This is an optimization exercise on Yosys and OpenROAD, whose aim is a short achievable clock period and few clock cycles, not a production implementation. Function was checked by simulation only, so behaviour that the tests miss may differ from the original. No activity file was given, so power comes from the tool's default toggle rates.

## riscv_top
module riscv_top #(
  parameter PC_INIT = 32'h8000_0000
) (
  input wire clk,
  input wire rst_n,
  output wire [31:0] imem_addr,
  input wire [31:0] imem_rdata,
  output wire [31:0] dmem_addr,
  input wire [31:0] dmem_rdata,
  output wire dmem_we,
  output wire [31:0] dmem_wdata,
  output wire [31:0] reg4
);
  logic [31:0] pc_f;
  logic [31:0] pc_o;             
  logic        d_valid;
  logic [31:0] d_ir;
  logic [31:0] d_pc;
  logic        d_fred;           
  logic        d_auok;           
  logic [31:0] d_rs1_pre;        
  logic [31:0] d_rs2_pre;
  logic        d_alt_ok;         
  logic        e_res;            
  logic        d_wsel1, d_wsel2;  
  logic        d_ehit1, d_ehit2;  
  logic        d_esel1, d_esel2;  
  logic [31:0] reg4_q;
  logic        e_valid;
  logic [31:0] e_pc;
  logic [31:0] e_a, e_b;         
  logic        e_fwd_a, e_fwd_b;  
  logic [31:0] e_sd;             
  logic        e_fwd_sd;
  logic [2:0]  e_f3;
  logic        e_sub, e_sra;
  logic        e_we;
  logic [4:0]  e_rd;
  logic        e_early;           
  logic [31:0] e_early_val;
  logic        e_alu, e_load, e_store, e_br, e_csr, e_ecall, e_csr_imm;
  logic [4:0]  e_csr_sel;         
  logic [4:0]  e_zimm;
  logic        e_pred;            
  logic [31:0] e_alt;             
  logic        e_alt_ok;          
  logic [31:0] e_addr;            
  logic        w_valid;
  logic        w_we;
  logic [4:0]  w_rd;
  logic [31:0] w_result;
  logic [31:0] dm_addr_q, dm_wdata_q;
  logic        dm_we_q;
  logic        sb_v;              
  logic [31:0] sb_a, sb_d;
  logic [31:0] regs [1:31];
  logic [31:0] mstatus, mtvec, mscratch, mepc, mcause;
  assign imem_addr = pc_o;
  assign dmem_addr = dm_addr_q;
  assign dmem_we = dm_we_q;
  assign dmem_wdata = dm_wdata_q;
  assign reg4 = reg4_q;
  wire [6:0] d_op = d_ir[6:0];
  wire [2:0] d_f3 = d_ir[14:12];
  wire [4:0] d_rs1 = d_ir[19:15];
  wire [4:0] d_rs2 = d_ir[24:20];
  wire [4:0] d_rd = d_ir[11:7];
  wire d_lui   = d_op == 7'b0110111;
  wire d_auipc = d_op == 7'b0010111;
  wire d_jal   = d_op == 7'b1101111;
  wire d_jalr  = d_op == 7'b1100111;
  wire d_br    = d_op == 7'b1100011;
  wire d_load  = d_op == 7'b0000011;
  wire d_store = d_op == 7'b0100011;
  wire d_opimm = d_op == 7'b0010011;
  wire d_opr   = d_op == 7'b0110011;
  ...
Size in the first run: roughly 13000 cells after synthesis, about 0.14 mm^2 of cells after synthesis.
export LEC_CHECK = 0
export CAP_MARGIN = 20
export CELL_PAD_IN_SITES_DETAIL_PLACEMENT = 1
export CELL_PAD_IN_SITES_GLOBAL_PLACEMENT = 1
export CORE_MARGIN = 2
export CORE_UTILIZATION = 40
export SLEW_MARGIN = 20
export SYNTH_HIERARCHICAL = 1
create_clock -name core_clock -period 16.0 [get_ports {clk}]
standard.sh (not shown) runs the stock make flow with config.mk's settings and CLKGATE_MAP_FILE= SYNTH_SCRIPT=/design/flow/synth_recipe.tcl, a recipe that flattens the netlist after the stock synthesis.
==> flow/flow/run.sh <==
#!/bin/bash
# Standard layout (the standard flow's own synthesis and ORFS steps), with timing repair
# aimed below the clock period: repair_timing treats paths with less than
# SETUP_SLACK_MARGIN of slack as violating. The SDC is the standard flow's, unchanged.
set -uo pipefail
bash standard.sh SETUP_SLACK_MARGIN=11.5 finish > standard_flow.log 2>&1
status=$?
cp -r orfs/logs . 2>/dev/null || true
exit $status
The first run completed without violations.
Testbench counts at the start, summed over its fixed seeds: cycles 79,634.
Rerun with:
Settings changed: CORE_UTILIZATION 40 to 35.
Wire length increases by 5.0%.
Clock power barely changes.
Area after synthesis is unchanged.
Design area grows by 2.5%.
Worst setup slack loses 0.19 ns.
Hold slack got worse by 0.033 ns.
Synthesized cell count does not change.
Utilization came out lower by 5.3 points.
Flip-flop and latch count is unchanged.
Global-route usage came out lower by 4.2 points.
Rerun with:
--- a/flow/flow/run.sh
+++ b/flow/flow/run.sh
@@ -6 +6 @@
-bash standard.sh SETUP_SLACK_MARGIN=11.5 finish > standard_flow.log 2>&1
+bash standard.sh SETUP_SLACK_MARGIN=12.2 finish > standard_flow.log 2>&1
Settings changed: CORE_UTILIZATION 35 to 40.
=>
- wire length went up by 1.3%
- die area went down by about 12%
- cell count went down by about 2.3%
- core utilization went up by 7.8 points
- via count went up by about 1.5%
- clock skew went up by 0.041 ns
Rerun with:
--- a/flow/flow/run.sh
+++ b/flow/flow/run.sh
@@ -6 +6 @@
-bash standard.sh SETUP_SLACK_MARGIN=12.2 finish > standard_flow.log 2>&1
+bash standard.sh SETUP_SLACK_MARGIN=11.0 finish > standard_flow.log 2>&1
What happened:
- The new run went through all stages and came out clean
- first-iteration DRC count goes down by 14%
- via count falls by 5.3%
- fmax came out lower by 0.81%
- clock skew is lower by 0.0036 ns
- synthesized area is unchanged
- flip-flop and latch count stays the same
- final area decreases by 8.2%
- clock power decreases by about 2%
- die area stays the same
- hold slack degrades by 0.074 ns
- setup slack loses 0.047 ns

## separate check: timing with driven ports
No port has a modelled driver above. Below, the same layouts with a new extraction and two added sets of constraints.
Step 1 sets driving cells, clkbuf_16 on the clock port and buf_2 on the other inputs (assumed; they add their load-dependent delay and slew).
Step 2, shift: input delay + t, output delay - t, t = (earliest + latest rising clock arrival at the registers) / 2. This alone moves slack from input paths to output paths.
Three values: ideal ports, drivers, drivers and shift; two values: the first two.
| run | t, ns | slack for setup (ns) | worst data-port slew with drivers (ns) |
|---|---|---|---|
| the first run | 1.106 | 10.644 / 10.382 / 9.276 | 0.64 |
| the second run | 1.127 | 10.450 / 10.298 / 9.170 | 0.58 |
| the third run | 1.086 | 10.301 / 10.162 / 9.076 | 0.60 |
| the fourth run | 1.075 | 10.254 / 10.254 / 9.322 | 0.66 |
After both steps setup and hold are still met in every run listed. The setup slack of the first run, which loses most, moves by -0.262 ns with the drivers and by -1.368 ns with both steps.
